Context: an optimization exercise on an open-source flow, tuned for small area and a short achievable clock period. The choices shown serve that exercise and are no tape-out recipe.
The RTL was checked by simulation tests, not by an equivalence proof against the original design.
Power is estimated from default activity; no workload was simulated.

==> flow/design.v, too long to show whole: its modules and the start of the top module <==
// module simd_vector_mac: 4241 lines
module simd_vector_mac (
    input clk,
    input rst_n,
    input valid_i,
    input start_i,
    input last_i,
    input [63:0] A,
    input [63:0] B,
    output vector_mac_valid_o,
    output [37:0] vector_mac_data_o
);
  // ...
==> flow/flow/run.sh <==
#!/bin/bash
# Standard layout, with one netlist step between synthesis and floorplan: bubble2.py chooses the
# polarity of the full-adder cells, fa(~a,~b,~c) = ~fa(a,b,c), and of gates that have a
# complemented twin, so that the netlist needs fewer inverters. Registers are not touched.
set -euo pipefail
R=$PWD/orfs/results/$FLOW_PLATFORM/simd_vector_mac/base
LIB=$FLOW_HOME/platforms/$FLOW_PLATFORM/lib/sky130_fd_sc_hd__tt_025C_1v80.lib
bash standard.sh "$R/1_2_yosys.v" > synth.log 2>&1
cp "$R/1_2_yosys.v" "$PWD/1_2_yosys_standard.v"
python3 flow/bubble2.py "$LIB" "$PWD/1_2_yosys_standard.v" "$R/1_2_yosys.v" > bubble.log 2>&1
bash standard.sh finish > layout.log 2>&1
==> flow/flow/bubble2.py <==
#!/usr/bin/env python3
"""Choose the polarity of every full-adder cell in a flat sky130hd Yosys netlist so that the
netlist needs as few inverters as possible, then rebuild its inverters.

A full adder with all three inputs complemented gives both outputs complemented:
fa(~a, ~b, ~c) = (~sum, ~cout). Synthesis maps many adders in the inverted form and puts an
inverter on adder inputs and outputs. Here every inverter is taken out, each signal is traced to
its source with the parity of the inverters on the way, each adder gets a polarity (0: as it is,
1: all its pins complemented) from a local search, and one inverter is put back for each signal
that some pin needs complemented. Registers, ports and all other cells keep their function and
names; the netlist's function is unchanged.

Gates that have a complemented twin with the same inputs (nand2 and and2, o21ai and o21a, ...)
may also be swapped for their twin where that saves area, so that a signal can be had in either
polarity without an inverter.

usage: bubble2.py LIB IN.v OUT.v
"""
import random, re, sys

libtxt = open(sys.argv[1]).read()
LIB = {}
for m in re.finditer(r'cell\s*\(\s*"?(sky130_fd_sc_hd__\w+)"?\s*\)\s*\{', libtxt):
    nxt = libtxt.find("cell (", m.end())
    seg = libtxt[m.end(): nxt if nxt > 0 else len(libtxt)]
    area = float(re.search(r"area\s*:\s*([0-9.]+)", seg).group(1))
    pins = re.findall(r'pin\s*\(\s*"?(\w+)"?\s*\)\s*\{\s*[^}]*?direction\s*:\s*"?(\w+)"?', seg, re.S)
    LIB[m.group(1)] = (area, {p for p, d in pins if d == "input"}, [p for p, d in pins if d == "output"])
PAIRS = """and2 nand2 and3 nand3 and4 nand4 or2 nor2 or3 nor3 or4 nor4 xor2 xnor2 xor3 xnor3
and2b nand2b and3b nand3b and4b nand4b and4bb nand4bb or2b nor2b or3b nor3b or4b nor4b or4bb nor4bb
a21o a21oi a211o a211oi a2111o a2111oi a21bo a21boi a22o a22oi a221o a221oi a2bb2o a2bb2oi
a311o a311oi a31o a31oi a32o a32oi a41o a41oi o21a o21ai o211a o211ai o2111a o2111ai o21ba o21bai
o221a o221ai o22a o22ai o2bb2a o2bb2ai o311a o311ai o31a o31ai o32a o32ai o41a o41ai mux2 mux2i""".split()
TWIN = {}
for i in range(0, len(PAIRS), 2):
    TWIN[PAIRS[i]] = PAIRS[i + 1]
    TWIN[PAIRS[i + 1]] = PAIRS[i]
P = "sky130_fd_sc_hd__"


def twin_of(typ):
    """The complemented twin cell of typ (same drive if the library has it), or None."""
    mm = re.match(P + r"(\w+?)_(\d+)$", typ)
    if not mm or mm.group(1) not in TWIN or typ not in LIB:
        return None
    base = P + TWIN[mm.group(1)]
    for size in (mm.group(2), "1", "2", "0", "4"):
        t = f"{base}_{size}"
        if t in LIB and LIB[t][1] == LIB[typ][1] and len(LIB[t][2]) == 1 and len(LIB[typ][2]) == 1:
            return t
    return None


src = open(sys.argv[2]).read()
OUT_PINS = {"Y", "X", "SUM", "COUT", "Q", "Q_N", "HI", "LO"}
FA_IN = ("A", "B", "CIN")
INV = "sky130_fd_sc_hd__inv_1"

m = re.search(r"module\s+(\w+)\s*\((.*?)\);(.*)endmodule", src, re.S)
top, portlist, body = m.group(1), m.group(2), m.group(3)
decls, assigns, cells, order, ports = [], [], {}, [], set()
for st in re.split(r";\s*\n", body):
    s = st.strip()
    if not s:
        continue
    if re.match(r"(input|output|inout|wire)\b", s):
        decls.append(s + " ;")
        mm = re.match(r"(input|output|inout)\s+(\[[^\]]*\]\s*)?(\S+)", s)
        if mm:
            ports.add(mm.group(3))
        continue
    if s.startswith("assign"):
        assigns.append(s + " ;")
        continue
    mm = re.match(r"(\S+)\s+(\S+)\s*\((.*)\)\s*$", s, re.S)
    if not mm:
        raise SystemExit("cannot parse: " + s[:200])
    typ, name, conns = mm.groups()
    pins = {pm.group(1): pm.group(2).strip() for pm in re.finditer(r"\.(\w+)\(([^()]*)\)", conns)}
    cells[name] = [typ, pins]
    order.append(name)
if assigns:
    raise SystemExit("netlist has assign statements; not handled")


def is_port(net):
    return re.sub(r"\[\d+\]$", "", net) in ports


driver = {}
for c in order:
    for p, net in cells[c][1].items():
        if p in OUT_PINS:
            driver[net] = c

# removable inverters: every inverter whose output is not a port
inv = {c for c in order if cells[c][0].startswith(("sky130_fd_sc_hd__inv_", "sky130_fd_sc_hd__clkinv_"))
       and not is_port(cells[c][1]["Y"])}
fas = [c for c in order if cells[c][0].startswith("sky130_fd_sc_hd__fa_")]
fixed = {c for c in fas if any(is_port(cells[c][1][p]) for p in ("SUM", "COUT"))}
flip_ok = [c for c in fas if c not in fixed]


def root(net):
    par = 0
    while net in driver and driver[net] in inv:
        net = cells[driver[net]][1]["A"]
        par ^= 1
    return net, par


# loads: every input pin of a kept cell, as (root, parity)
loads = {}          # root -> list of (cell, pin, parity)
pinroot = {}        # (cell, pin) -> (root, parity)
for c in order:
    if c in inv:
        continue
    for p, net in cells[c][1].items():
        if p in OUT_PINS or net.startswith("1'"):
            continue
        r, q = root(net)
        loads.setdefault(r, []).append((c, p, q))
        pinroot[(c, p)] = (r, q)
# inverter outputs that reach nothing are dropped with the inverter

isfa = set(fas)
twin = {}
for c in order:
    if c in inv or c in isfa:
        continue
    t = twin_of(cells[c][0])
    if t and not any(is_port(n) for p, n in cells[c][1].items() if p in OUT_PINS):
        twin[c] = t
var = flip_ok + list(twin)
pol = {c: 0 for c in var}
INV_AREA = LIB[INV][0]
swap_cost = {c: LIB[t][0] - LIB[cells[c][0]][0] for c, t in twin.items()}


def avail(r):
    return pol.get(driver.get(r), 0)


def need(c, p, q):
    return q ^ (pol[c] if (c in isfa and p in FA_IN and c in pol) else 0)


def cost(r):
    a = avail(r)
    return INV_AREA if any(need(c, p, q) != a for (c, p, q) in loads.get(r, ())) else 0.0


def outs(c):
    return [n for p, n in cells[c][1].items() if p in OUT_PINS]


def touched(f):
    rs = set(outs(f))
    if f in isfa:
        for p in FA_IN:
            if (f, p) in pinroot:
                rs.add(pinroot[(f, p)][0])
    return rs


def own(f):
    return swap_cost.get(f, 0.0) * pol[f]


def total():
    return sum(cost(r) for r in loads) + sum(own(c) for c in twin)


start = total()
# Seed the search: adders joined sum/carry to input want p_g = p_f ^ parity; set them by a
# breadth-first walk over those joins, then try each connected group in both polarities.
adj = {f: [] for f in flip_ok}
for r, ls in loads.items():
    f = driver.get(r)
    if f not in adj:
        continue
    for (g, p, q) in ls:
        if g in adj and p in FA_IN and g != f:
            adj[f].append((g, q))
            adj[g].append((f, q))
seen = set()
groups = []
for s0 in flip_ok:
    if s0 in seen:
        continue
    seen.add(s0)
    comp_l = [s0]
    pol[s0] = 0
    queue = [s0]
    while queue:
        f = queue.pop()
        for g, q in adj[f]:
            if g not in seen:
                seen.add(g)
                pol[g] = pol[f] ^ q
                comp_l.append(g)
                queue.append(g)
    groups.append(comp_l)
seeded = total()
for comp_l in groups:
    before = total()
    for f in comp_l:
        pol[f] ^= 1
    if total() >= before:
        for f in comp_l:
            pol[f] ^= 1
if total() > start:
    for f in flip_ok:
        pol[f] = 0
start_seeded = total()
best, best_pol = start_seeded, dict(pol)
cur = start_seeded
rng = random.Random(1)
for it in range(80):
    rng.shuffle(var)
    improved = False
    for f in var:
        rs = touched(f)
        before = sum(cost(r) for r in rs) + own(f)
        pol[f] ^= 1
        after = sum(cost(r) for r in rs) + own(f)
        d = after - before
        if d < -1e-9 or (abs(d) < 1e-9 and rng.random() < 0.3):
            cur += d
            if d < -1e-9:
                improved = True
        else:
            pol[f] ^= 1
    if cur < best - 1e-9:
        best, best_pol = cur, dict(pol)
    if not improved and it > 30:
        break
pol = best_pol
for c, t in twin.items():
    if pol[c]:
        pins = cells[c][1]
        (op,) = [p for p in pins if p in OUT_PINS]
        net = pins.pop(op)
        pins[LIB[t][2][0]] = net
        cells[c][0] = t

# rebuild
newdecl, k = [], [0]
comp = {}


def complement(r):
    if r not in comp:
        k[0] += 1
        nn = f"_bubn{k[0]}_"
        newdecl.append(f"wire {nn};")
        ci = f"_bubinv{k[0]}_"
        cells[ci] = [INV, {"A": r, "Y": nn}]
        order.append(ci)
        comp[r] = nn
    return comp[r]


for c in list(order):
    if c in inv or c not in cells:
        continue
    typ, pins = cells[c]
    for p in list(pins):
        if (c, p) not in pinroot:
            continue
        r, q = pinroot[(c, p)]
        pins[p] = r if need(c, p, q) == avail(r) else complement(r)
for c in inv:
    del cells[c]

n_inv0 = len(inv)
sys.stderr.write(f"bubble2: {len(fas)} adders, {sum(pol[c] for c in flip_ok)} flipped, "
                 f"{sum(pol[c] for c in twin)} of {len(twin)} gates swapped for their twin, "
                 f"inverters {n_inv0} -> {len(comp)} (area cost {start:.1f}, seeded {start_seeded:.1f}, "
                 f"{len(groups)} groups, final {best:.1f})\n")

out = [f"module {top}({portlist});"]
out += ["  " + d for d in decls]
out += ["  " + d for d in newdecl]
for name in order:
    if name not in cells:
        continue
    typ, pins = cells[name]
    conn = ",\n".join(f"    .{p}({n}{' ' if n.startswith(chr(92)) else ''})" for p, n in pins.items())
    out.append(f"  {typ} {name} (\n{conn}\n  );")
out.append("endmodule")
open(sys.argv[3], "w").write("\n".join(out) + "\n")
==> flow/standard.sh <==
#!/bin/bash
# synth_recipe.tcl (not shown) runs the flow's synth.tcl, then flattens the netlist and writes it again
# the make line also repeats each setting of config.mk as NAME=value (left out here)
make -C /OpenROAD-flow-scripts/flow DESIGN_CONFIG=/design/flow/config.mk WORK_HOME=/design/flow/orfs CLKGATE_MAP_FILE= SYNTH_SCRIPT=/design/flow/synth_recipe.tcl "${@:-finish}"
==> flow/config.mk <==
export PLATFORM = sky130hd
export DESIGN_NAME = simd_vector_mac
export DESIGN_NICKNAME = simd_vector_mac
export VERILOG_FILES = /design/flow/design.v
export SDC_FILE = /design/flow/constraint.sdc
export NUM_CORES = 4
export LEC_CHECK = 0
export ABC_AREA = 1
export CAP_MARGIN = 20
export CORE_MARGIN = 2
export CORE_UTILIZATION = 40
export SETUP_SLACK_MARGIN = 1.8
export SLEW_MARGIN = 20
==> flow/constraint.sdc <==
create_clock -name core_clock -period 4.5 [get_ports {clk}]
set_input_delay 0.9000 -clock core_clock [delete_from_list [all_inputs] [get_ports {clk}]]
set_output_delay 0.9000 -clock core_clock [all_outputs]
set_load 0.01 [all_outputs]
==> flow_summary.json, run 1 <==
{
  "p_leak_nw": 20.3,
  "slew_headroom": 0.403,
  "drv_slew": 0,
  "setup_viol": 0,
  "final_nets": 4805,
  "cts-hold-fix-buffers": 0,
  "fp-row-count": 110,
  "r2r_setup_slack_ns": 1.77,
  "num-multi-input-gates": 2531,
  "layout_commonest_cell": "dfxtp_1",
  "wl_met1_um": 50900,
  "inverters": 433,
  "postCtsSetupRepairBufs": 232,
  "switching_share": 0.468,
  "hold_viol_final": 0,
  "max-cap-violations": 0,
  "holdPathEnd": "s_p[2]",
  "power_leader": "combinational logic",
  "place.gp.congestion": 0.941,
  "largestRegisters": "acc_s x38, res_d x38, acc_c x37",
  "cp.required_ns": 5.06,
  "area_delta_synth_final_pct": 32.2,
  "vias_per_cell": 5.43,
  "status": "timing/DRC/antenna clean",
  "die_y_um": 304,
  "worstHoldStart": "s_p[1]",
  "fin_cells": 5267,
  "grt_pass1_vias": 29000
}
==> run 2: changes to the inputs <==
--- a/flow/config.mk
+++ b/flow/config.mk
@@ -8,6 +8,6 @@
 export ABC_AREA = 1
 export CAP_MARGIN = 20
 export CORE_MARGIN = 2
-export CORE_UTILIZATION = 40
+export CORE_UTILIZATION = 55
 export SETUP_SLACK_MARGIN = 1.8
 export SLEW_MARGIN = 20
==> run 2 against run 1 <==
Clock power decreased by 5.3%. Final cell count decreased by 7.0%. Synthesized area unchanged. Clock skew increased by 0.0098 ns. Setup slack got worse by 0.0097 ns. Register-to-register slack got worse by 0.02 ns. Design area decreased by 0.81%. Maximum frequency decreased by 0.35%. Combinational power about the same. Critical path type is now reg -> reg. Largest cell class unchanged.
==> flow_summary.json, run 2 <==
{
  "dp_slack_ns": 0.280,
  "cp_slowest_cell": "fa_2",
  "clk_pin_slew_ns": 0.07,
  "overflow": 0,
  "worst_path_largest_cell_delay_ns": 0.62,
  "finalCriticalPeriod_ns": 2.75,
  "ios": 172,
  "tightest_slew_ns": 0.892,
  "multi_input_area_sq_um": 27500,
  "synth_fp_nets": 4391,
  "ir_worst_vdd_v": 0.000810,
  "clock_path_buffers": 3,
  "cp.arrival_ns": 3.28,
  "post-route-util": 0.731,
  "h-tree-depth": 2,
  "slew_headroom": 0.399,
  "drv_slew": 0,
  "numCtsBuffers": 52,
  "die_width_um": 260,
  "powerDensity_nw_per_um2": 790,
  "crit_fanout": 1,
  "grt_pass1_vias": 30400,
  "max-cap-violations": 0,
  "fin_tns_setup_ns": 0,
  "fp.coreArea_sq_um": 64600,
  "antenna_found_initial": 5,
  "cts-root-buf": "clkbuf_16",
  "hold_viol_final": 0,
  "status": "timing/DRC/antenna clean",
  "antenna_left": 0,
  "max_freq_mhz": 364,
  "cp.required_ns": 5.04,
  "synth_cells": 3629,
  "period_share": 0.610,
  "path_class": "reg -> reg",
  "vias_per_cell": 6.00,
  "setup_viol": 0,
  "drive_above_1_share": 0.296,
  "nFillCells": 4444,
  "wl_per_cell_um": 27.6,
  "cts.sinks": 484,
  "endpoint_kind": "flip-flop",
  "via_count": 29400,
  "grt_max_degree": 51,
  "first_pass_iters": 6,
  "fin_ws_ns": 1.75,
  "grt_pass1_wl_um": 195000,
  "die_y_um": 260,
  "final_nets": 4760,
  "drt_wl_total_um": 135000,
  "dpl.hpwl_um": 100000,
  "worstSkewPairLatency_ns": 0.63,
  "yosysWarnings": 1,
  "p_leak_nw": 20.2,
  "min_path_type": "reg -> reg",
  "worstPathCellList": "fa_1 > fa_1 > fa_2 > fa_2 > inv_2 > nor2_1",
  "fin_skew_ns": 0.0321,
  "start_util": 0.558,
  "numPortBuffers": 171,
  "cts_tree": "built",
  "seq_area_sq_um": 9770,
  "layout_commonest_cell": "dfxtp_1",
  "die_area_sq_um": 67600,
  "netlist_area_sq_um": 36000,
  "first_iter_violations": 3460,
  "worst_setup_path_start_kind": "flip-flop",
  "area_delta_synth_final_pct": 31.1,
  "place.gp.congestion": 1.02,
  "rsz0062_at_grt": "true",
  "largestRegisters": "acc_s x38, res_d x38, acc_c x37",
  "final_cell_mix": "455 x dfxtp_1, 419 x fa_1, 321 x inv_1, 283 x xor2_1, 283 x nand2_1",
  "grt.total_usage": 0.398,
  "syn_area_per_cell_sq_um": 9.93,
  "fp-row-count": 93,
  "drc": 0
}
==> run 2: cell type report <==
cell class / count / area share
Timing Repair inverter: 1 / 0.000159
Clock inverter: 25 / 0.00771
Clock buffer: 71 / 0.0316
Inverter: 429 / 0.0405
Tap cell: 855 / 0.0226
Multi-Input combinational cell: 2529 / 0.581
Timing Repair Buffer: 501 / 0.109
Antenna cell: 1 / 0.0000530
Sequential cell: 484 / 0.207
==> run 2: path summary, 6_finish.rpt <==
path | startpoint | endpoint | slack, ns | cells past startpoint
max in group asynchronous | rst_n | clr[2] | 3.62 | 1
min in group asynchronous | rst_n | v_p[1] | 0.56 | 1
setup / recovery | t2_243 | t6_64 | 1.75 | 6
setup reg to reg | t2_243 | t6_64 | 1.75 | 6
hold reg to reg | l_p[1] | l_p[2] | 0.35 | 0
hold / removal | l_p[1] | l_p[2] | 0.35 | 0
==> run 2: worst max-delay path, delay by kind of cell, from the launching register on <==
| kind | cells | cell delay, ns |
|---|---|---|
| flops | 1 | 0.32 |
| simple gates | 1 | 0.09 |
| buf+inv | 1 | 0.04 |
| fa+ha+maj | 4 | 2.21 |
==> run 2: what timing repair did <==
| item | 4_1_cts | 5_1_grt |
|---|---|---|
| hold buffers | 0 | 0 |
| gates resized for setup | 442 | 315 |
| endpoints found under the setup margin | 254 | 167 |
| setup buffers | 200 | 37 |
| cloned | 15 | 4 |
| pin swaps | 157 | 164 |
==> run 2: through the flow <==
| stage | std cells | instance area, sq um | power, mW | hold WS (ns) |
|---|---|---|---|---|
| floorplan | 3629 | 37900 | 21.8 | 0.331 |
| global placement | 4543 | 39900 | 29.7 | 0.333 |
| detailed placement | 4543 | 39900 | 30.7 | 0.335 |
| CTS | 4854 | 45600 | 36.3 | 0.350 |
| global route | 4895 | 47200 | 40.0 | 0.361 |
| finish | 4896 | 47200 | 37.3 | 0.351 |
==> run 2: metal layers <==
metal	vias to the layer above	wire length, um	GRT usage	part of all wire
li1	12400	-	-	-
met1	14600	48200	0.487	0.36
met2	1895	61800	0.645	0.46
met3	567	13500	0.0908	0.10
met4	2	11700	0.239	0.086
met5	-	13	0	0.000096
==> run 2: power by group <==
group          switching (mW)  internal, mW  total (mW)  leakage (nW)
combinational            14.0          10.8        24.8          15.2
clock                    1.87          2.75        4.62         0.900
sequential               1.41          6.49        7.90          4.10
total                    17.3          20.0        37.3          20.2
==> run 3: changes to the inputs <==
--- a/flow/config.mk
+++ b/flow/config.mk
@@ -8,6 +8,6 @@
 export ABC_AREA = 1
 export CAP_MARGIN = 20
 export CORE_MARGIN = 2
-export CORE_UTILIZATION = 55
-export SETUP_SLACK_MARGIN = 1.8
+export CORE_UTILIZATION = 40
+export SETUP_SLACK_MARGIN = 2.0
 export SLEW_MARGIN = 20
==> run 3 against run 2 <==
Combinational power grew about 10%. Final cell count grew 9.6%. Sequential cell count is the same. Synthesized area is the same. Sequential power grew 0.8%. Design area grew 9.3%. Setup slack gained 0.064 ns. Worst hold slack lost 0.0050 ns. Register-to-register slack gained 0.06 ns. Routed wire length grew 3.8%. Synthesized cell count is the same. Critical path type unchanged.
==> flow_summary.json, run 3 <==
{
  "fp.coreArea_sq_um": 89600,
  "die_area_sq_um": 92500,
  "reg2reg_depth": 6,
  "antenna_left": 0,
  "crit_fanout": 1,
  "period_share": 0.596,
  "multi_input_area_sq_um": 29700,
  "worstHoldStart": "l_p[1]",
  "status": "timing/DRC/antenna clean",
  "syn_area_per_cell_sq_um": 9.93,
  "cp_top_family": "adder cells",
  "met3_usage": 0.0614,
  "fp-row-count": 110,
  "crit_buf_inv": 1,
  "hold_viol_final": 0,
  "worstPathCellList": "fa_1 > fa_2 > fa_2 > fa_2 > inv_2 > nor2_1",
  "drt_wl_total_um": 140000,
  "antenna_found_initial": 3,
  "start_util": 0.402,
  "path_class": "reg -> reg",
  "cts_tree": "built",
  "largestRegisters": "acc_s x38, res_d x38, acc_c x37",
  "sequentialPowerShare": 0.199,
  "layout_commonest_cell": "dfxtp_1",
  "crit_top_cell": "fa_2",
  "fin_ws_ns": 1.82,
  "die_width_um": 304,
  "drc": 0,
  "cp.required_ns": 4.97,
  "ir_worst_vdd_v": 0.00105,
  "max-cap-violations": 0,
  "synth_fp_nets": 4391,
  "vias_per_cell": 5.47,
  "die_y_um": 304,
  "p_leak_nw": 21.3,
  "place_area_sq_um": 40600,
  "cp.arrival_ns": 3.15,
  "powerDensity_nw_per_um2": 777,
  "wl_per_cell_um": 26.2,
  "fin_tns_setup_ns": 0,
  "final_nets": 4907,
  "grt_max_degree": 51,
  "max_freq_mhz": 373,
  "cp_slowest_cell": "fa_2",
  "first_iter_violations": 2659,
  "nFillCells": 7275,
  "grt.total_usage": 0.293,
  "grt_pass1_wl_um": 200000,
  "holdPathEnd": "l_p[2]",
  "cts-hold-fix-buffers": 0,
  "min_path_type": "reg -> reg",
  "dp_slack_ns": 0.537,
  "yosysWarnings": 1,
  "drive_above_1_share": 0.416,
  "grt_pass1_vias": 30000,
  "setup_viol": 0,
  "worst_setup_path_start_kind": "flip-flop",
  "clk_pin_slew_ns": 0.06,
  "cts-root-buf": "clkbuf_16",
  "p_clk_frac": 0.117,
  "endpoint_kind": "flip-flop",
  "overflow": 0,
  "place.gp.congestion": 0.989,
  "ios": 172,
  "synth_cells": 3629,
  "dpl.hpwl_um": 99300,
  "numCtsBuffers": 53,
  "use_met2": 0.469,
  "switching_share": 0.467,
  "rr_endpoint": "t6_51",
  "numPortBuffers": 171,
  "netlist_area_sq_um": 36000,
  "p_comb_frac": 0.684,
  "worstSkewPairLatency_ns": 0.62,
  "p_sw_mw": 18.7,
  "via_count": 29300,
  "first_pass_iters": 6,
  "area_delta_synth_final_pct": 43.3,
  "rsz0062_at_grt": "true",
  "fin_area_sq_um": 51600,
  "h-tree-depth": 2,
  "cts.sinks": 484,
  "tightest_slew_ns": 0.884,
  "finalCriticalPeriod_ns": 2.68,
  "p_total_mw": 40.1,
  "rr_startpoint": "t2_203",
  "final_cell_mix": "405 x dfxtp_1, 324 x fa_1, 298 x buf_4, 280 x nand2_1, 271 x inv_1",
  "min_path_cells": 0,
  "seq_area_sq_um": 9850,
  "grt.busiest_layer": "met2",
  "fin_skew_ns": 0.0174,
  "use_met1": 0.370,
  "worst_path_largest_cell_delay_ns": 0.57,
  "intPower_mw": 21.4,
  "drv_slew": 0,
  "clock_path_buffers": 3,
  "slew_headroom": 0.404,
  "r2r_setup_slack_ns": 1.82
}
-- run 3: worst max-delay path by stage --
stage | depth (start not counted) | endpoint | slack (ns) | startpoint
floorplan | 11 | t2_195 | 1.52 | B[39]
global placement | 9 | t2_236 | 0.54 | B[27]
detailed placement | 7 | t2_124 | 0.54 | B[51]
CTS | 6 | t6_66 | 1.83 | t2_239
global route | 6 | t6_29 | 1.78 | t2_117
finish | 6 | t6_51 | 1.82 | t2_203
-- run 3: repair_timing --
item | 4_1_cts | 5_1_grt
pin swaps | 349 | 335
gates resized for setup | 980 | 448
gates cloned | 32 | 8
endpoints found under the hold margin | 0 | 0
endpoints found under the setup margin | 341 | 180
setup buffers | 287 | 76
-- run 3: metrics by stage --
stage / cells / hold WS, ns / utilization
after CTS: 5281 / 0.350 / 0.547
after detailed placement: 4863 / 0.336 / 0.453
final: 5366 / 0.346 / 0.576
after global placement: 4863 / 0.334 / 0.453
after global routing: 5365 / 0.354 / 0.576
after floorplan: 3629 / 0.331 / -
-- run 3: final cells by class --
class	count	share of cell area
clock inverters	30	0.00732
repair inverters	2	0.000315
well taps	1176	0.0285
clock buffers	69	0.0296
repair buffers	635	0.129
inverters	429	0.0385
flip-flops and latches	484	0.191
diodes	1	0.0000485
multi-input cells	2540	0.575
-- run 3: worst register-to-register path, stage by stage (launching register included) --
cell and delay, ns:
dfxtp_2 0.35, fa_1 0.57, fa_2 0.47, fa_2 0.57, fa_2 0.45, inv_2 0.10
nor2_1 0.05
-- run 3: power groups by stage --
stage	registers, mW	clock network [mW]	logic [mW]
CTS	7.95	4.76	26.1
detailed placement	7.97	0	24.0
finish	7.96	4.69	27.4
global placement	7.97	0	23.6
global route	8.11	4.94	29.9
floorplan	7.38	0	14.5
-- run 3: metal layers --
layer / vias to the layer above / share of wire
li1: 12700 / -
met1: 14500 / 0.37
met2: 1689 / 0.45
met3: 517 / 0.091
met4: 2 / 0.082
met5: - / 0.000093
==> run 4: changes to the inputs <==
==> flow/flow/run.sh (replaced) <==
#!/bin/bash
# Standard layout, with one netlist step between synthesis and floorplan: bubble2.py chooses the
# polarity of the full-adder cells, fa(~a,~b,~c) = ~fa(a,b,c), and of gates that have a
# complemented twin, so that the netlist needs fewer inverters. Registers are not touched.
# Port buffers are buf_2 cells instead of the delay cells buffer_ports picks by itself.
set -euo pipefail
R=$PWD/orfs/results/$FLOW_PLATFORM/simd_vector_mac/base
LIB=$FLOW_HOME/platforms/$FLOW_PLATFORM/lib/sky130_fd_sc_hd__tt_025C_1v80.lib
bash standard.sh "$R/1_2_yosys.v" > synth.log 2>&1
cp "$R/1_2_yosys.v" "$PWD/1_2_yosys_standard.v"
python3 flow/bubble2.py "$LIB" "$PWD/1_2_yosys_standard.v" "$R/1_2_yosys.v" > bubble.log 2>&1
export BUFFER_PORTS_ARGS="-buffer_cell sky130_fd_sc_hd__buf_2"
bash standard.sh finish > layout.log 2>&1
--- a/flow/config.mk
+++ b/flow/config.mk
@@ -9,5 +9,5 @@
 export CAP_MARGIN = 20
 export CORE_MARGIN = 2
 export CORE_UTILIZATION = 40
-export SETUP_SLACK_MARGIN = 2.0
+export SETUP_SLACK_MARGIN = 1.8
 export SLEW_MARGIN = 20
==> run 4 against run 3 <==
Clock skew grew 0.012 ns. Register-to-register slack worse by 0.04 ns. Maximum frequency fell by 3.0%. Count of clock-buffer cells in the layout grew 4. Final cell count fell by 6.8%. Sequential share of layout area is 4.0 points higher. Global-route usage decreased by 2.3 points. Total power is 7.5% lower. Synthesized area is the same. Clock power shrank 6.8%. Highest routed layer is now met4.
==> flow_summary.json, run 4 <==
{
  "place.gp.congestion": 0.986,
  "drt_wl_total_um": 126000,
  "antenna_left": 0,
  "worstSkewPairLatency_ns": 0.64,
  "via_count": 27000,
  "hold_viol_final": 0,
  "cp_slowest_cell": "fa_1",
  "cts_tree": "built",
  "seq_area_sq_um": 9790,
  "crit_buf_inv": 1,
  "sequentialPowerShare": 0.216,
  "numCtsBuffers": 54,
  "multi_input_area_sq_um": 25500,
  "powerDensity_nw_per_um2": 874,
  "place_area_sq_um": 39000,
  "dpl.hpwl_um": 98400,
  "intPower_mw": 19.3,
  "worst_path_largest_cell_delay_ns": 0.76,
  "clock_path_buffers": 3,
  "nFillCells": 8385,
  "first_pass_iters": 6,
  "synth_fp_nets": 4391,
  "max-cap-violations": 0,
  "period_share": 0.614,
  "wl_per_cell_um": 25.3,
  "setup_viol": 0,
  "area_delta_synth_final_pct": 17.7,
  "path_class": "in -> reg",
  "fp.coreArea_sq_um": 89600,
  "cts-root-buf": "clkbuf_16",
  "synth_cells": 3629,
  "p_clk_frac": 0.118,
  "tightest_slew_ns": 1.00,
  "rsz0062_at_grt": "true",
  "antenna_found_initial": 2,
  "ios": 172,
  "grt.total_usage": 0.270,
  "overflow": 0,
  "h-tree-depth": 2,
  "drc": 0,
  "numPortBuffers": 171,
  "grt_max_degree": 52,
  "yosysWarnings": 1,
  "worstPathCellList": "buf_4 > or2_2 > nand2_4 > o22ai_2 > xor2_1 > fa_1 > fa_1",
  "ir_worst_vdd_v": 0.00110,
  "cts.sinks": 484,
  "grt_pass1_vias": 27200,
  "grt_pass1_wl_um": 184000,
  "cp.required_ns": 5.00,
  "final_nets": 4543,
  "die_width_um": 304,
  "drive_above_1_share": 0.226,
  "largestRegisters": "acc_s x38, res_d x38, acc_c x37",
  "p_sw_mw": 17.8,
  "fin_skew_ns": 0.0293,
  "cp_top_family": "adder cells",
  "slew_headroom": 0.323,
  "vias_per_cell": 5.39,
  "endpoint_kind": "flip-flop",
  "min_path_type": "in -> async",
  "cp.arrival_ns": 3.26,
  "finalCriticalPeriod_ns": 2.76,
  "status": "timing/DRC/antenna clean",
  "netlist_area_sq_um": 36000,
  "p_leak_nw": 18.1,
  "layout_commonest_cell": "fa_1",
  "fin_area_sq_um": 42400,
  "final_cell_mix": "445 x fa_1, 441 x dfxtp_1, 370 x inv_1, 342 x o22ai_1, 336 x xor2_1",
  "die_y_um": 304,
  "crit_top_cell": "fa_1",
  "worst_setup_path_start_kind": "primary input",
  "crit_fanout": 16,
  "p_comb_frac": 0.666,
  "drv_slew": 0,
  "start_util": 0.402,
  "first_iter_violations": 2491,
  "fin_tns_setup_ns": 0,
  "cts-hold-fix-buffers": 0,
  "max_freq_mhz": 362,
  "syn_area_per_cell_sq_um": 9.93,
  "clk_pin_slew_ns": 0.06,
  "fp-row-count": 110,
  "switching_share": 0.480,
  "die_area_sq_um": 92500
}
[run 4: cell types whose count changed in the layout (fill, tap and decap cells not counted), moves of 50 or more]
cell,change
o22ai_2,-80
xnor2_2,-50
buf_4,-188
inv_2,-55
xor2_2,-79
o22ai_1,+173
xnor2_1,+50
fa_2,-121
fa_1,+121
xor2_1,+82
inv_1,+99
buf_12,-78
buf_2,+132
o22ai_4,-93
[run 4: path summary, 6_finish.rpt]
path,from,to,slack (ns),cells past startpoint
worst max-delay path,B[11],t2_236,1.74,7
worst min-delay path,rst_n,v_p[1],0.13,1
worst max register to register,t2_128,t6_32,1.78,6
worst min register to register,l_p[1],l_p[2],0.35,0
max in group asynchronous,rst_n,clr[2],4.13,1
min in group core_clock,l_p[1],l_p[2],0.35,0
[run 4: what timing repair did]
action / in CTS / in global routing
resized for setup: 83 / 136
endpoints found under the setup margin: 257 / 115
cloned: 1 / 3
buffers inserted: 56 / 28
pin swaps: 20 / 57
[run 4: power groups by stage]
stage	clock network, mW	registers, mW	logic, mW
finish	4.37	8.02	24.7
global route	4.61	8.13	27.4
CTS	4.44	7.98	23.7
detailed placement	0	8.05	23.4
global placement	0	8.05	23.1
floorplan	0	7.38	14.4
[run 4: metrics by stage]
stage	total power [mW]	hold WS (ns)	util	setup slack (ns)	cells
floorplan	21.8	0.331	-	1.52	3629
finish	37.1	0.126	0.473	1.74	5000
global placement	31.2	0.334	0.435	0.598	4813
detailed placement	31.5	0.337	0.435	0.576	4813
global route	40.1	0.116	0.473	1.75	4999
CTS	36.1	0.0934	0.465	1.68	4968
[run 4: layout make-up]
class	instances	area share
Antenna cell	1	0.0000590
Clock buffer	73	0.0352
Clock inverter	25	0.00575
Inverter	429	0.0427
Multi-Input combinational cell	2518	0.602
Sequential cell	484	0.231
Tap cell	1176	0.0347
Timing Repair Buffer	293	0.0487
Timing Repair inverter	1	0.000177
[run 4: routing by layer]
layer | wire [um] | global-route usage
met1 | 51300 | 0.360
met2 | 56100 | 0.420
met3 | 10600 | 0.0446
met4 | 8530 | 0.151
met5 | 0 | 0
==> run 5: changes to the inputs <==
--- a/flow/config.mk
+++ b/flow/config.mk
@@ -9,5 +9,6 @@
 export CAP_MARGIN = 20
 export CORE_MARGIN = 2
 export CORE_UTILIZATION = 40
+export PLACE_DENSITY = 0.8
 export SETUP_SLACK_MARGIN = 1.8
 export SLEW_MARGIN = 20
==> run 5 against run 4 <==
Via count increased by 3.1%. Still clean. Critical endpoint is now t6_66. Worst hold slack improved by 0.0079 ns. Combinational power increased by 4%.
==> flow_summary.json, run 5 <==
{
  "status": "timing/DRC/antenna clean",
  "grt_pass1_vias": 28100,
  "clk_pin_slew_ns": 0.07,
  "synth_fp_nets": 4391,
  "crit_fanout": 1,
  "fin_skew_ns": 0.0302,
  "fin_tns_setup_ns": 0,
  "period_share": 0.607,
  "fp.coreArea_sq_um": 89600,
  "p_total_mw": 38.3,
  "setup_viol": 0,
  "die_y_um": 304,
  "fp-row-count": 110,
  "numCtsBuffers": 53,
  "path_class": "reg -> reg",
  "syn_area_per_cell_sq_um": 9.93,
  "tightest_slew_ns": 1.20,
  "drv_slew": 0,
  "vias_per_cell": 5.55,
  "wl_per_cell_um": 25.0,
  "slew_headroom": 0.189,
  "cts.sinks": 484,
  "overflow": 0,
  "largestRegisters": "acc_s x38, res_d x38, acc_c x37",
  "endpoint_kind": "flip-flop",
  "post-route-util": 0.475,
  "dp_slack_ns": 0.541,
  "cts_tree": "built",
  "final_nets": 4552,
  "die_width_um": 304,
  "via_count": 27800,
  "p_leak_nw": 18.2,
  "die_area_sq_um": 92500,
  "first_iter_violations": 3092,
  "cp.required_ns": 5.04,
  "ios": 172,
  "final_cell_mix": "444 x fa_1, 432 x dfxtp_1, 360 x inv_1, 347 x o22ai_1, 343 x xor2_1",
  "drt_wl_total_um": 125000,
  "hold_viol_final": 0,
  "worst_setup_path_start_kind": "flip-flop",
  "antenna_left": 0,
  "hold_ws_ns": 0.134,
  "cp.arrival_ns": 3.28,
  "finalCriticalPeriod_ns": 2.73,
  "synth_cells": 3629,
  "max-cap-violations": 0,
  "drc": 0,
  "area_delta_synth_final_pct": 18.1,
  "powerDensity_nw_per_um2": 899,
  "antenna_found_initial": 3,
  "ir_worst_vdd_v": 0.00108,
  "clock_path_buffers": 3,
  "min_path_type": "in -> async",
  "start_util": 0.402,
  "worstSkewPairLatency_ns": 0.63,
  "max_freq_mhz": 366,
  "yosysWarnings": 1,
  "layout_commonest_cell": "fa_1",
  "grt.total_usage": 0.267,
  "h-tree-depth": 2,
  "dpl.hpwl_um": 96900,
  "fin_ws_ns": 1.77,
  "rsz0062_at_grt": "true",
  "grt_max_degree": 80,
  "grt_pass1_wl_um": 183000,
  "netlist_area_sq_um": 36000,
  "drive_above_1_share": 0.234,
  "place.gp.congestion": 1.05,
  "first_pass_iters": 6,
  "cts-root-buf": "clkbuf_16",
  "numPortBuffers": 171
}
[run 5: routing by layer]
| metal | global-route usage | part of all wire | vias to the layer above |
|---|---|---|---|
| met1 | 0.338 | 0.37 | 13700 |
| met2 | 0.413 | 0.44 | 1779 |
| li1 | - | - | 12000 |
| met5 | 0 | 0.00013 | - |
| met4 | 0.175 | 0.081 | 4 |
| met3 | 0.0586 | 0.10 | 393 |
[run 5: cell type report]
class                      instances  area [sq um]
antenna                            1          2.50
clock buffer                      61          1420
clock inverter                    36           435
fill                            8016         47000
inverter                         429          1840
multi-input combinational       2518         25500
sequential                       484          9820
tap                             1176          1470
timing repair buffer             303          2100
timing repair inverter             1          7.51
[run 5: final timing paths]
path	start	to	slack [ns]	depth (start not counted)
setup / recovery	t2_245	t6_66	1.77	6
hold / removal	rst_n	l_p[1]	0.13	1
setup reg to reg	t2_245	t6_66	1.77	6
hold reg to reg	l_p[2]	res_v	0.35	0
max in group asynchronous	rst_n	clr[2]	4.13	1
min in group core_clock	l_p[2]	res_v	0.35	0
[run 5: where the power goes]
part | switching, mW | internal (mW)
logic | 14.7 | 10.8
clock network | 1.95 | 2.70
registers | 1.52 | 6.53
total | 18.2 | 20.0
[run 5: timing repair]
action	in CTS	in global routing
pin swaps	29	72
endpoints found under the setup margin	271	130
hold buffers	0	0
buffers inserted	49	49
cloned	1	3
gates resized for setup	101	139
[run 5: critical path, cell delays in order, from the launching register on]
cell and delay (ns):
dfxtp_4 0.41, fa_1 0.45, fa_1 0.50, fa_1 0.51, fa_2 0.66, inv_2 0.04, nor2_1 0.07
[run 5: metrics by stage]
step	std cells	instance area (sq um)
final	5009	42600
after global routing	5009	42600
after CTS	4956	41700
after detailed placement	4809	39000
after global placement	4809	39000
after floorplan	3629	37900
==> run 6: changes to the inputs <==
--- a/flow/config.mk
+++ b/flow/config.mk
@@ -9,6 +9,6 @@
 export CAP_MARGIN = 20
 export CORE_MARGIN = 2
 export CORE_UTILIZATION = 40
-export PLACE_DENSITY = 0.8
+export CTS_BUF_LIST = sky130_fd_sc_hd__clkbuf_4 sky130_fd_sc_hd__clkbuf_8
 export SETUP_SLACK_MARGIN = 1.8
 export SLEW_MARGIN = 20
==> run 6 against run 5 <==
Die area unchanged. First-iteration DRC count decreased by 23%. Global-route usage increased by 0.35 points. Clock power decreased by 6.3%. Highest routed layer is now met4. Critical path depth unchanged. Synthesized area unchanged. Count of clock-buffer cells in the layout increased by 56. Largest power group unchanged. Sequential power decreased by 0.6%. Sequential share of layout area increased by 0.23 points.
==> flow_summary.json, run 6 <==
{
  "overflow": 0,
  "largestRegisters": "acc_s x38, res_d x38, acc_c x37",
  "use_met1": 0.359,
  "switching_share": 0.479,
  "crit_buf_inv": 2,
  "synth_cells": 3629,
  "drt_wl_total_um": 126000,
  "min_path_cells": 1,
  "drc": 0,
  "crit_fanout": 16,
  "fin_skew_ns": 0.0377,
  "netlist_area_sq_um": 36000,
  "first_pass_iters": 6,
  "grt_pass1_wl_um": 184000,
  "clock_path_buffers": 3,
  "p_leak_nw": 18.1,
  "setup_viol": 0,
  "cp.required_ns": 5.11,
  "wl_per_cell_um": 25.0,
  "ios": 172,
  "cts.sinks": 484,
  "hold_viol_final": 0,
  "synth_fp_nets": 4391,
  "grt.busiest_layer": "met2",
  "h-tree-depth": 3,
  "min_path_type": "in -> reg",
  "fin_ws_ns": 1.74,
  "layout_commonest_cell": "fa_1",
  "die_area_sq_um": 92500,
  "nFillCells": 8430,
  "powerDensity_nw_per_um2": 881,
  "numCtsBuffers": 83,
  "multi_input_area_sq_um": 25300,
  "numPortBuffers": 171,
  "rsz0062_at_grt": "true",
  "p_sw_mw": 17.7,
  "clk_pin_slew_ns": 0.06,
  "grt_pass1_vias": 27200,
  "cts_tree": "built",
  "endpoint_kind": "flip-flop",
  "worstPathCellList": "buf_2 > inv_1 > o22ai_1 > xnor2_1 > fa_2 > fa_2",
  "yosysWarnings": 1,
  "max_freq_mhz": 363,
  "antenna_left": 0,
  "worstSkewPairLatency_ns": 0.70,
  "antenna_found_initial": 3,
  "crit_start": "A[58]",
  "die_width_um": 304,
  "holdPathEnd": "v_p[1]",
  "cp_slowest_cell": "inv_1",
  "rr_endpoint": "t6_66",
  "use_met2": 0.418,
  "fp.coreArea_sq_um": 89600,
  "vias_per_cell": 5.37,
  "rr_startpoint": "t2_239",
  "reg2reg_depth": 6,
  "p_clk_frac": 0.118,
  "finalCriticalPeriod_ns": 2.76,
  "cp_top_family": "adder cells",
  "status": "timing/DRC/antenna clean",
  "tightest_slew_ns": 0.985,
  "die_y_um": 304,
  "fin_tns_setup_ns": 0,
  "drive_above_1_share": 0.224,
  "path_class": "in -> reg",
  "worstHoldStart": "valid_i",
  "via_count": 27000,
  "worst_setup_path_start_kind": "primary input",
  "dpl.hpwl_um": 98400,
  "final_cell_mix": "448 x fa_1, 446 x dfxtp_1, 383 x inv_1, 346 x o22ai_1, 344 x xor2_1",
  "r2r_setup_slack_ns": 1.78,
  "first_iter_violations": 2385,
  "place.gp.congestion": 0.986,
  "crit_top_cell": "fa_2",
  "cp.arrival_ns": 3.37,
  "syn_area_per_cell_sq_um": 9.93,
  "cts-root-buf": "clkbuf_8",
  "area_delta_synth_final_pct": 16.5,
  "met3_usage": 0.0493,
  "intPower_mw": 19.3,
  "period_share": 0.612,
  "sequentialPowerShare": 0.216,
  "start_util": 0.402,
  "p_comb_frac": 0.666,
  "drv_slew": 0,
  "fp-row-count": 110,
  "grt_max_degree": 52,
  "max-cap-violations": 0,
  "seq_area_sq_um": 9780,
  "final_nets": 4558,
  "worst_path_largest_cell_delay_ns": 0.63,
  "slew_headroom": 0.337,
  "grt.total_usage": 0.270,
  "dp_slack_ns": 0.576,
  "ir_worst_vdd_v": 0.00114
}
==> run 6: layout make-up <==
class,count,area share
Multi-Input combinational cell,2516,0.604
Sequential cell,484,0.233
Timing Repair Buffer,281,0.0439
Inverter,429,0.0415
Clock buffer,117,0.0358
Tap cell,1176,0.0351
Clock inverter,24,0.00689
Timing Repair inverter,1,0.000179
Antenna cell,2,0.000119
==> run 6: how the worst max path moves through the flow <==
stage               endpoint  slack, ns  cells past startpoint
finish                t2_124       1.74                      6
global route           t6_32       1.74                      6
CTS                   t2_124       1.76                      8
detailed placement     t2_50       0.58                      8
global placement      t2_124       0.60                      7
floorplan             t2_195       1.52                     11
==> run 6: repair_timing <==
| item | in CTS | in global routing |
|---|---|---|
| endpoints found under the hold margin | 7 | 0 |
| pin swaps | 13 | 33 |
| setup endpoints to repair | 228 | 126 |
| setup buffers | 46 | 25 |
| cloned | 1 | 1 |
| resized for setup | 50 | 96 |
| hold buffers | 1 | 0 |
==> run 6: routing by layer <==
| metal | up-vias | wire length (um) |
|---|---|---|
| li1 | 12000 | - |
| met4 | 0 | 8410 |
| met2 | 1364 | 55900 |
| met5 | - | 0 |
| met3 | 271 | 10600 |
| met1 | 13400 | 50800 |
==> run 6: power groups by stage <==
stage                     Sequential (mW)  Clock (mW)  Combinational [mW]
final                                8.00        4.35                24.6
after global placement               8.05           0                23.1
after global routing                 8.12        4.62                27.3
after floorplan                      7.38           0                14.4
after CTS                            7.98        4.44                23.7
after detailed placement             8.05           0                23.4
==> run 6: through the flow <==
stage / util / instance area [sq um] / std cells / total power, mW / hold WS, ns
after detailed placement: 0.435 / 39000 / 4813 / 31.5 / 0.337
final: 0.469 / 42000 / 5030 / 37.0 / 0.335
after global routing: 0.468 / 42000 / 5029 / 40.0 / 0.304
after floorplan: - / 37900 / 3629 / 21.8 / 0.331
after CTS: 0.462 / 41400 / 5002 / 36.1 / 0.281
after global placement: 0.435 / 39000 / 4813 / 31.2 / 0.334
==> run 7: changes to the inputs <==
--- a/flow/config.mk
+++ b/flow/config.mk
@@ -9,6 +9,5 @@
 export CAP_MARGIN = 20
 export CORE_MARGIN = 2
 export CORE_UTILIZATION = 40
-export CTS_BUF_LIST = sky130_fd_sc_hd__clkbuf_4 sky130_fd_sc_hd__clkbuf_8
-export SETUP_SLACK_MARGIN = 1.8
+export SETUP_SLACK_MARGIN = 1.6
 export SLEW_MARGIN = 20
==> run 7 against run 6 <==
Still clean. Core utilization down 1.5 points. Worst hold slack worse by 0.22 ns. Combinational power fell by 2%.
==> flow_summary.json, run 7 <==
{
  "status": "timing/DRC/antenna clean",
  "dpl.hpwl_um": 96500,
  "fin_tns_setup_ns": 0,
  "post-route-util": 0.454,
  "cts.sinks": 484,
  "switching_share": 0.477,
  "rsz0062_at_grt": "false",
  "hold_ws_ns": 0.113,
  "die_area_sq_um": 92500,
  "finalCriticalPeriod_ns": 2.89,
  "die_y_um": 304,
  "p_leak_nw": 17.8,
  "overflow": 0,
  "layout_commonest_cell": "fa_1",
  "drt_wl_total_um": 123000,
  "slew_headroom": 0.298,
  "path_class": "in -> reg",
  "rr_endpoint": "t6_64",
  "fp.coreArea_sq_um": 89600,
  "antenna-diode-count": 0,
  "drv_slew": 0,
  "largestRegisters": "acc_s x38, res_d x38, acc_c x37",
  "p_comb_frac": 0.653,
  "hold_viol_final": 0,
  "rr_startpoint": "t2_241",
  "area_delta_synth_final_pct": 12.9,
  "max-cap-violations": 0,
  "numCtsBuffers": 57,
  "tightest_slew_ns": 1.04,
  "cts-root-buf": "clkbuf_16",
  "powerDensity_nw_per_um2": 907,
  "netlist_area_sq_um": 36000,
  "die_width_um": 304,
  "clock_path_buffers": 3,
  "final_nets": 4491,
  "fp-row-count": 110,
  "max_freq_mhz": 346,
  "sequentialPowerShare": 0.215,
  "numPortBuffers": 171,
  "min_path_type": "in -> async",
  "antenna_left": 0,
  "via_count": 26600,
  "intPower_mw": 19.3,
  "drive_above_1_share": 0.135,
  "synth_cells": 3629,
  "start_util": 0.402,
  "period_share": 0.642,
  "grt.total_usage": 0.262,
  "p_clk_frac": 0.132,
  "syn_area_per_cell_sq_um": 9.93,
  "nFillCells": 8484,
  "ios": 172,
  "p_sw_mw": 17.6,
  "setup_viol": 0,
  "worst_setup_path_start_kind": "primary input",
  "fin_skew_ns": 0.0264,
  "cp.arrival_ns": 3.38,
  "place.gp.congestion": 0.944,
  "yosysWarnings": 1,
  "final_cell_mix": "550 x fa_1, 475 x dfxtp_1, 426 x o22ai_1, 401 x inv_1",
  "antenna_found_initial": 2,
  "h-tree-depth": 2,
  "grt_pass1_wl_um": 180000,
  "worstSkewPairLatency_ns": 0.64,
  "synth_fp_nets": 4391,
  "first_iter_violations": 2725,
  "wl_per_cell_um": 24.8,
  "cp.required_ns": 4.99,
  "vias_per_cell": 5.38,
  "r2r_setup_slack_ns": 1.67,
  "ir_worst_vdd_v": 0.00104,
  "endpoint_kind": "flip-flop",
  "grt_pass1_vias": 26800,
  "crit_fanout": 14,
  "cts_tree": "built",
  "grt_max_degree": 54,
  "cp-endpoint": "t2_2",
  "crit_start": "B[16]",
  "drc": 0,
  "first_pass_iters": 6,
  "reg2reg_depth": 6,
  "clk_pin_slew_ns": 0.06
}
run 7: metal layers:
metal  wire length [um]  GRT usage  part of all wire
met5                  0          0                 0
met4               7390      0.132             0.060
met3              10300     0.0531             0.084
met2              54900      0.406              0.45
met1              50200      0.351              0.41
run 7: stage by stage:
stage / instances / total power, mW / cell area (sq um) / setup slack [ns]
floorplan: 3629 / 21.5 / 36600 / 1.52
CTS: 4928 / 36.4 / 40200 / 1.58
detailed placement: 4807 / 31.3 / 38000 / 0.618
finish: 4949 / 36.9 / 40700 / 1.61
global route: 4949 / 40.0 / 40700 / 1.59
global placement: 4807 / 30.9 / 38000 / 0.643
run 7: worst max-delay path: stages:
cell and delay (ns):
buf_2 0.14, inv_1 0.32, nand2_2 0.26, o22ai_1 0.20
xor2_1 0.56, fa_1 0.56, fa_1 0.43
run 7: final cells by class:
cell class                      count  area, sq um  area share
Sequential cell                   484         9740       0.239
Tap cell                         1176         1470      0.0362
Clock buffer                       74         1610      0.0396
Inverter                          429         1700      0.0418
Timing Repair inverter              1         7.51    0.000185
Clock inverter                     29          373     0.00917
Multi-Input combinational cell   2516        24300       0.597
Timing Repair Buffer              240         1510      0.0370
run 7: worst min-delay path by stage:
stage	from	to	cells after the start
2_1_floorplan	acc_s[0]	res_d[0]	0
3_5_place_dp	s_p[1]	s_p[2]	0
3_3_place_gp	l_p[1]	l_p[2]	0
4_1_cts	rst_n	out_v	1
6_report	rst_n	out_v	1
5_1_grt	rst_n	out_v	1
run 7: what timing repair did:
| action | in CTS | in global routing |
|---|---|---|
| hold buffers | 0 | 0 |
| resized for setup | 28 | 51 |
| gates cloned | 0 | 2 |
| setup endpoints to repair | 208 | 135 |
| setup buffers | 18 | 19 |
| pin swaps | 5 | 10 |
run 7: power groups by stage:
stage               logic [mW]  registers, mW  clock network, mW
floorplan                 14.2           7.38                  0
global placement          22.9           8.04                  0
detailed placement        23.3           8.04                  0
CTS                       23.5           7.96               4.95
global route              26.8           8.08               5.12
finish                    24.1           7.95               4.88
==> run 8: changes to the inputs <==
--- a/flow/config.mk
+++ b/flow/config.mk
@@ -9,5 +9,6 @@
 export CAP_MARGIN = 20
 export CORE_MARGIN = 2
 export CORE_UTILIZATION = 40
-export SETUP_SLACK_MARGIN = 1.6
+export PLACE_DENSITY = 0.8
+export SETUP_SLACK_MARGIN = 1.9
 export SLEW_MARGIN = 20
==> run 8 against run 7 <==
Largest power group unchanged. Critical endpoint is now t6_64. Synthesized area is the same. Sequential cell count is the same. Still clean on timing, DRC and antenna. Worst hold slack gained 0.019 ns. Largest cell class unchanged. Total power grew 4.6%. Sequential power grew 2%.
==> flow_summary.json, run 8 <==
{
  "largestRegisters": "acc_s x38, res_d x38, acc_c x37",
  "ios": 172,
  "synth_cells": 3629,
  "place.gp.congestion": 1.04,
  "grt_pass1_wl_um": 184000,
  "hold_viol_final": 0,
  "first_iter_violations": 3345,
  "antenna_left": 0,
  "fin_skew_ns": 0.0291,
  "final_nets": 4637,
  "grt_pass1_vias": 28500,
  "period_share": 0.610,
  "via_count": 28600,
  "max-cap-violations": 0,
  "place_area_sq_um": 39200,
  "dpl.hpwl_um": 95900,
  "cts.sinks": 484,
  "drt_wl_total_um": 128000,
  "vias_per_cell": 5.60,
  "syn_area_per_cell_sq_um": 9.93,
  "finalCriticalPeriod_ns": 2.74,
  "worst_setup_path_start_kind": "flip-flop",
  "die_area_sq_um": 92500,
  "cp.required_ns": 5.04,
  "worstPathCellList": "fa_1 > fa_1 > fa_2 > fa_2 > inv_2 > nor2_2",
  "die_y_um": 304,
  "crit_fanout": 1,
  "cp_slowest_cell": "fa_2",
  "crit_buf_inv": 1,
  "max_freq_mhz": 365,
  "tightest_slew_ns": 1.15,
  "rsz0062_at_grt": "true",
  "worst_path_largest_cell_delay_ns": 0.61,
  "die_width_um": 304,
  "post-route-util": 0.498,
  "layout_commonest_cell": "dfxtp_1",
  "grt.total_usage": 0.267,
  "setup_viol": 0,
  "fp-row-count": 110,
  "cts_tree": "built",
  "cts-hold-fix-buffers": 0,
  "netlist_area_sq_um": 36000,
  "cp_top_family": "adder cells",
  "slew_headroom": 0.227,
  "endpoint_kind": "flip-flop",
  "drc": 0,
  "yosysWarnings": 1,
  "fin_tns_setup_ns": 0,
  "numPortBuffers": 171,
  "drv_slew": 0,
  "start_util": 0.402,
  "status": "timing/DRC/antenna clean",
  "overflow": 0,
  "numCtsBuffers": 54,
  "synth_fp_nets": 4391,
  "fp.coreArea_sq_um": 89600,
  "final_cell_mix": "404 x dfxtp_1, 361 x fa_1, 322 x xor2_1, 322 x inv_1, 311 x o22ai_1",
  "antenna_found_initial": 7,
  "clk_pin_slew_ns": 0.06,
  "area_delta_synth_final_pct": 23.8,
  "min_path_type": "in -> async",
  "wl_per_cell_um": 25.1,
  "clock_path_buffers": 3,
  "first_pass_iters": 7,
  "path_class": "reg -> reg",
  "p_leak_nw": 18.7,
  "worstSkewPairLatency_ns": 0.63,
  "powerDensity_nw_per_um2": 866,
  "cp.arrival_ns": 3.28,
  "h-tree-depth": 2,
  "fin_area_sq_um": 44600,
  "ir_worst_vdd_v": 0.00116,
  "grt_max_degree": 80,
  "cts-root-buf": "clkbuf_16",
  "drive_above_1_share": 0.307
}
## run 8: worst paths after layout
kind | slack, ns | cells after the start | start | end
setup / recovery | 1.76 | 6 | t2_236 | t6_64
hold / removal | 0.13 | 1 | rst_n | out_v
setup reg to reg | 1.76 | 6 | t2_236 | t6_64
hold reg to reg | 0.35 | 0 | s_p[1] | s_p[2]
max in group asynchronous | 4.13 | 1 | rst_n | clr[1]
min in group core_clock | 0.35 | 0 | s_p[1] | s_p[2]
## run 8: where the power goes
group,total [mW],internal (mW),switching (mW)
logic,25.8,11.2,14.6
registers,8.11,6.56,1.55
clock network,4.72,2.76,1.96
total,38.6,20.5,18.1
## run 8: final cells by class
type                            instances  area [sq um]
Timing Repair inverter                  1          7.51
Inverter                              429          1970
Antenna cell                            2          5.00
Multi-Input combinational cell       2525         26300
Sequential cell                       484          9850
Tap cell                             1176          1470
Fill cell                            7749         45000
Timing Repair Buffer                  380          3070
Clock buffer                           73          1530
Clock inverter                         29           374
## run 8: repair_timing
action / 4_1_cts / 5_1_grt
setup buffers: 65 / 115
pin swaps: 56 / 139
resized for setup: 190 / 255
gates cloned: 4 / 7
endpoints found under the setup margin: 301 / 162
endpoints found under the hold margin: 0 / 0
## run 8: worst reg2reg max path, delay by kind of cell, from the launching register on
family,cells,cell delay [ns]
flip-flops,1,0.39
buffers and inverters,1,0.05
adder cells (fa/ha/maj),4,2.12
AND/OR/NAND/NOR,1,0.09
## run 8: through the flow
stage	setup slack, ns	std cells	power, mW	hold WS, ns
6_report	1.76	5099	38.6	0.133
3_5_place_dp	0.684	4804	31.4	0.335
4_1_cts	1.75	4975	36.9	0.101
3_3_place_gp	0.727	4804	30.3	0.334
5_1_grt	1.73	5098	41.3	0.126
2_1_floorplan	1.52	3629	21.8	0.331
## run 8: per-layer routing
metal	vias to the layer above	global-route usage	wire length [um]	part of all wire
met5	-	0	44	0.00034
met4	8	0.164	10100	0.079
met3	490	0.0570	13600	0.11
met2	1966	0.425	57600	0.45
met1	14000	0.334	46400	0.36
li1	12200	-	-	-
==> run 9: changes to the inputs <==
--- a/flow/config.mk
+++ b/flow/config.mk
@@ -10,5 +10,5 @@
 export CORE_MARGIN = 2
 export CORE_UTILIZATION = 40
 export PLACE_DENSITY = 0.8
-export SETUP_SLACK_MARGIN = 1.9
+export SETUP_SLACK_MARGIN = 2.0
 export SLEW_MARGIN = 20
==> run 9 against run 8 <==
Still clean on timing, DRC and antenna. Total power grew 2.9%. Critical path depth decreased by 1. Clock power decreased by 9.1%. Sequential cell count unchanged. Design area rose by 7.6%. Via count rose by 4.7%. Highest routed layer unchanged.
==> flow_summary.json, run 9 <==
{
  "p_clk_frac": 0.108,
  "antenna_left": 0,
  "p_leak_nw": 20.1,
  "worstSkewPairLatency_ns": 0.62,
  "dpl.hpwl_um": 97800,
  "reg2reg_depth": 5,
  "fin_tns_setup_ns": 0,
  "max_freq_mhz": 365,
  "fp.coreArea_sq_um": 89600,
  "numPortBuffers": 171,
  "clk_pin_slew_ns": 0.06,
  "cts_tree": "built",
  "final_nets": 4808,
  "endpoint_kind": "flip-flop",
  "p_comb_frac": 0.687,
  "grt_max_degree": 80,
  "fp-row-count": 110,
  "tightest_slew_ns": 1.16,
  "period_share": 0.609,
  "synth_fp_nets": 4391,
  "antenna_found_initial": 6,
  "rr_startpoint": "t6_40",
  "min_path_type": "in -> async",
  "synth_cells": 3629,
  "grt_pass1_wl_um": 189000,
  "slew_headroom": 0.222,
  "path_class": "reg -> reg",
  "cts.sinks": 484,
  "drt_wl_total_um": 136000,
  "sequentialPowerShare": 0.205,
  "netlist_area_sq_um": 36000,
  "syn_area_per_cell_sq_um": 9.93,
  "hold_viol_final": 0,
  "ir_worst_vdd_v": 0.000927,
  "die_area_sq_um": 92500,
  "nFillCells": 7322,
  "numCtsBuffers": 52,
  "fin_skew_ns": 0.0392,
  "overflow": 0,
  "first_iter_violations": 3793,
  "setup_viol": 0,
  "layout_commonest_cell": "dfxtp_1",
  "status": "timing/DRC/antenna clean",
  "intPower_mw": 20.9,
  "antenna-diode-count": 0,
  "drive_above_1_share": 0.390,
  "via_count": 29900,
  "start_util": 0.402,
  "area_delta_synth_final_pct": 33.1,
  "cp.required_ns": 4.97,
  "cts-hold-fix-buffers": 0,
  "yosysWarnings": 1,
  "first_pass_iters": 8,
  "grt_pass1_vias": 29200,
  "grt.total_usage": 0.274,
  "dp_slack_ns": 0.701,
  "worst_setup_path_start_kind": "flip-flop",
  "vias_per_cell": 5.68,
  "finalCriticalPeriod_ns": 2.74,
  "max-cap-violations": 0,
  "drv_slew": 0,
  "switching_share": 0.474,
  "final_cell_mix": "383 x dfxtp_1, 326 x fa_1, 303 x xor2_1, 292 x inv_1, 282 x nand2_1",
  "crit_fanout": 1,
  "p_sw_mw": 18.8,
  "powerDensity_nw_per_um2": 828,
  "clock_path_buffers": 3,
  "rr_endpoint": "acc_s[17]",
  "die_width_um": 304,
  "largestRegisters": "acc_s x38, res_d x38, acc_c x37",
  "r2r_setup_slack_ns": 1.76,
  "h-tree-depth": 2,
  "fin_ws_ns": 1.76,
  "wl_per_cell_um": 25.9,
  "rsz0062_at_grt": "true",
  "ios": 172,
  "cts-root-buf": "clkbuf_16",
  "cp.arrival_ns": 3.21,
  "place.gp.congestion": 1.02,
  "drc": 0,
  "die_y_um": 304
}
run 9: final cells by class:
class,count,area (sq um),share of cell area
tap,1176,1470,0.0307
timing repair inverter,2,12.5,0.000261
multi-input combinational,2533,27800,0.579
clock buffer,66,1440,0.0301
inverter,429,2020,0.0421
clock inverter,29,267,0.00556
timing repair buffer,544,5090,0.106
sequential,484,9890,0.206
run 9: worst max-delay path: stages (launching register included):
cell     delay, ns
dfxtp_2       0.32
fa_1          0.58
ha_4          0.22
fa_1          0.49
fa_2          0.56
fa_1          0.41
run 9: how the worst max path moves through the flow:
| stage | startpoint | slack [ns] | endpoint | cells past startpoint |
|---|---|---|---|---|
| detailed placement | B[13] | 0.70 | t2_259 | 9 |
| CTS | t6_38 | 1.78 | acc_s[17] | 5 |
| global placement | B[39] | 0.72 | t2_226 | 9 |
| finish | t6_40 | 1.76 | acc_s[17] | 5 |
| global route | t6_40 | 1.74 | acc_s[17] | 5 |
| floorplan | B[39] | 1.52 | t2_195 | 11 |
run 9: repair_timing:
action / in CTS / in global routing
cloned: 15 / 8
gates resized for setup: 375 / 450
endpoints found under the setup margin: 330 / 169
buffers inserted: 150 / 186
pin swaps: 135 / 301
run 9: routing by layer:
| layer | vias to the layer above | share of wire | track usage |
|---|---|---|---|
| met3 | 629 | 0.11 | 0.0663 |
| met5 | - | 0.0012 | 0 |
| met1 | 14500 | 0.35 | 0.345 |
| met2 | 2228 | 0.45 | 0.433 |
| met4 | 12 | 0.083 | 0.158 |
| li1 | 12500 | - | - |
run 9: power groups by stage:
stage | Combinational [mW] | Clock (mW) | Sequential (mW)
floorplan | 14.5 | 0 | 7.38
global placement | 22.6 | 0 | 8.02
detailed placement | 23.4 | 0 | 8.05
CTS | 24.7 | 4.32 | 8.03
global route | 29.6 | 4.50 | 8.23
finish | 27.3 | 4.29 | 8.14
run 9: metrics by stage:
| step | std cells | total power, mW | util | hold slack [ns] | instance area [sq um] |
|---|---|---|---|---|---|
| global route | 5263 | 42.3 | 0.535 | 0.116 | 48000 |
| finish | 5263 | 39.7 | 0.535 | 0.133 | 48000 |
| floorplan | 3629 | 21.9 | - | 0.331 | 38400 |
| detailed placement | 4809 | 31.4 | 0.439 | 0.335 | 39400 |
| CTS | 5069 | 37.0 | 0.491 | 0.104 | 44000 |
| global placement | 4809 | 30.6 | 0.439 | 0.334 | 39400 |
==> run 10: changes to the inputs <==
==> flow/flow/run.sh (replaced) <==
#!/bin/bash
# Standard layout, with one netlist step between synthesis and floorplan: bubble2.py chooses the
# polarity of the full-adder cells, fa(~a,~b,~c) = ~fa(a,b,c), and of gates that have a
# complemented twin, so that the netlist needs fewer inverters. Registers are not touched.
# Port buffers are buf_1 cells instead of the delay cells buffer_ports picks by itself.
set -euo pipefail
R=$PWD/orfs/results/$FLOW_PLATFORM/simd_vector_mac/base
LIB=$FLOW_HOME/platforms/$FLOW_PLATFORM/lib/sky130_fd_sc_hd__tt_025C_1v80.lib
bash standard.sh "$R/1_2_yosys.v" > synth.log 2>&1
cp "$R/1_2_yosys.v" "$PWD/1_2_yosys_standard.v"
python3 flow/bubble2.py "$LIB" "$PWD/1_2_yosys_standard.v" "$R/1_2_yosys.v" > bubble.log 2>&1
export BUFFER_PORTS_ARGS="-buffer_cell sky130_fd_sc_hd__buf_1"
bash standard.sh finish > layout.log 2>&1
--- a/flow/config.mk
+++ b/flow/config.mk
@@ -9,6 +9,5 @@
 export CAP_MARGIN = 20
 export CORE_MARGIN = 2
 export CORE_UTILIZATION = 40
-export PLACE_DENSITY = 0.8
-export SETUP_SLACK_MARGIN = 2.0
+export SETUP_SLACK_MARGIN = 1.8
 export SLEW_MARGIN = 20
==> run 10 against run 9 <==
Still clean on timing, DRC and antenna. Combinational power shrank 9.5%. Total power shrank 5.4%. Design area shrank 11%.
==> flow_summary.json, run 10 <==
{
  "largestRegisters": "acc_s x38, res_d x38, acc_c x37",
  "p_leak_nw": 18.0,
  "synth_cells": 3629,
  "dp_slack_ns": 0.658,
  "layout_commonest_cell": "fa_1",
  "cts-hold-fix-buffers": 0,
  "dp_cells": 4821,
  "worstSkewPairLatency_ns": 0.64,
  "fin_tns_setup_ns": 0,
  "wl_per_cell_um": 24.8,
  "endpoint_kind": "flip-flop",
  "rr_endpoint": "t6_57",
  "antenna_found_initial": 2,
  "yosysWarnings": 1,
  "status": "timing/DRC/antenna clean",
  "wl_met3_um": 9930,
  "fp-row-count": 110,
  "grt.total_usage": 0.266,
  "cp-endpoint": "t2_226",
  "numPortBuffers": 171,
  "area_delta_synth_final_pct": 18.7,
  "worst_setup_path_start_kind": "primary input",
  "setup_viol": 0,
  "post-route-util": 0.477,
  "cp_slowest_cell": "fa_2",
  "antenna_left": 0,
  "clock_path_buffers": 3,
  "slew_headroom": 0.323,
  "synth_fp_nets": 4391,
  "min_path_type": "in -> async",
  "drv_slew": 0,
  "wl_met1_um": 51300,
  "fin_skew_ns": 0.0189,
  "worstPathCellList": "clkbuf_4 > or2_2 > nand2_1 > nand2_2 > o22ai_1 > xor2_1 > fa_2 > fa_2",
  "via_count": 27300,
  "cts-root-buf": "clkbuf_16",
  "r2r_setup_slack_ns": 1.77,
  "crit_fanout": 7,
  "wl_met2_um": 55900,
  "clk_pin_slew_ns": 0.06,
  "p_total_mw": 37.6,
  "grt_pass1_vias": 26900,
  "antenna-diode-count": 0,
  "crit_top_cell": "fa_2",
  "dpl.hpwl_um": 97400,
  "vias_per_cell": 5.40,
  "drive_above_1_share": 0.197,
  "final_nets": 4586,
  "tightest_slew_ns": 1.00,
  "fin_ws_ns": 1.76,
  "ios": 172,
  "hold_viol_final": 0,
  "max-cap-violations": 0,
  "grt_max_degree": 59,
  "netlist_area_sq_um": 36000,
  "fin_cells": 5045,
  "grt_pass1_wl_um": 182000,
  "cts.sinks": 484,
  "period_share": 0.608,
  "syn_area_per_cell_sq_um": 9.93,
  "die_y_um": 304,
  "die_width_um": 304,
  "crit_start": "B[11]",
  "numCtsBuffers": 55,
  "reg2reg_depth": 6,
  "nFillCells": 8293,
  "drt_wl_total_um": 125000,
  "cp.arrival_ns": 3.32,
  "overflow": 0,
  "first_pass_iters": 6,
  "cp.required_ns": 5.08,
  "worst_path_largest_cell_delay_ns": 0.58,
  "place_area_sq_um": 38900,
  "hold_ws_ns": 0.196,
  "powerDensity_nw_per_um2": 878,
  "fp.coreArea_sq_um": 89600,
  "h-tree-depth": 2,
  "place.gp.congestion": 0.962,
  "ir_worst_vdd_v": 0.00108,
  "final_cell_mix": "446 x fa_1, 444 x dfxtp_1, 369 x inv_1, 347 x o22ai_1, 332 x xor2_1",
  "path_class": "in -> reg",
  "rsz0062_at_grt": "true",
  "routed.top_layer": "met4",
  "max_freq_mhz": 365,
  "die_area_sq_um": 92500,
  "rr_startpoint": "t2_224",
  "cts_tree": "built",
  "fin_area_sq_um": 42800,
  "start_util": 0.402,
  "drc": 0,
  "first_iter_violations": 2465,
  "finalCriticalPeriod_ns": 2.74
}
run 10: changes by cell type in the layout (fill, tap and decap cells not counted), sizes merged:
cell,previous run,this run
clkinv,17,10
o21ai,64,62
clkinvlp,84,45
clkbuf,72,78
inv,357,400
buf,538,324
or2,8,6
nand2,413,404
bufinv,2,8
run 10: power by group:
part / switching (mW) / internal [mW] / total, mW
clock: 2.03 / 2.89 / 4.92
sequential: 1.47 / 6.50 / 7.97
combinational: 14.4 / 10.2 / 24.7
total: 17.9 / 19.6 / 37.6
run 10: worst min path at each step:
| stage | slack, ns | end | depth (start not counted) |
|---|---|---|---|
| global route | 0.22 | l_p[2] | 1 |
| floorplan | 0.33 | res_d[0] | 0 |
| global placement | 0.33 | l_p[2] | 0 |
| finish | 0.20 | l_p[2] | 1 |
| CTS | 0.18 | res_v | 1 |
| detailed placement | 0.34 | res_v | 0 |
run 10: layout make-up:
cell class                      count  area [sq um]  share of cell area
Timing Repair Buffer              333          2180              0.0510
Inverter                          429          1810              0.0424
Sequential cell                   484          9790               0.229
Multi-Input combinational cell   2520         25500               0.596
Tap cell                         1176          1470              0.0344
Clock buffer                       69          1550              0.0362
Clock inverter                     33           460              0.0108
Timing Repair inverter              1          7.51            0.000176
run 10: layer usage:
metal,vias to the layer above,track usage
li1,12000,-
met1,13600,0.360
met2,1397,0.419
met3,277,0.0366
met4,0,0.135
met5,-,0
run 10: worst max-delay path: cells and delay by family:
kind / cells / cell delay, ns
adder cells (fa/ha/maj): 2 / 1.11
AND/OR/NAND/NOR: 3 / 0.67
XOR/XNOR: 1 / 0.27
AO/OA/AOI/OAI: 1 / 0.20
buffers and inverters: 1 / 0.17
run 10: repair_timing:
item,CTS,global route
pin swaps,19,67
setup buffers,55,61
cloned,1,5
setup endpoints to repair,252,125
resized for setup,82,139
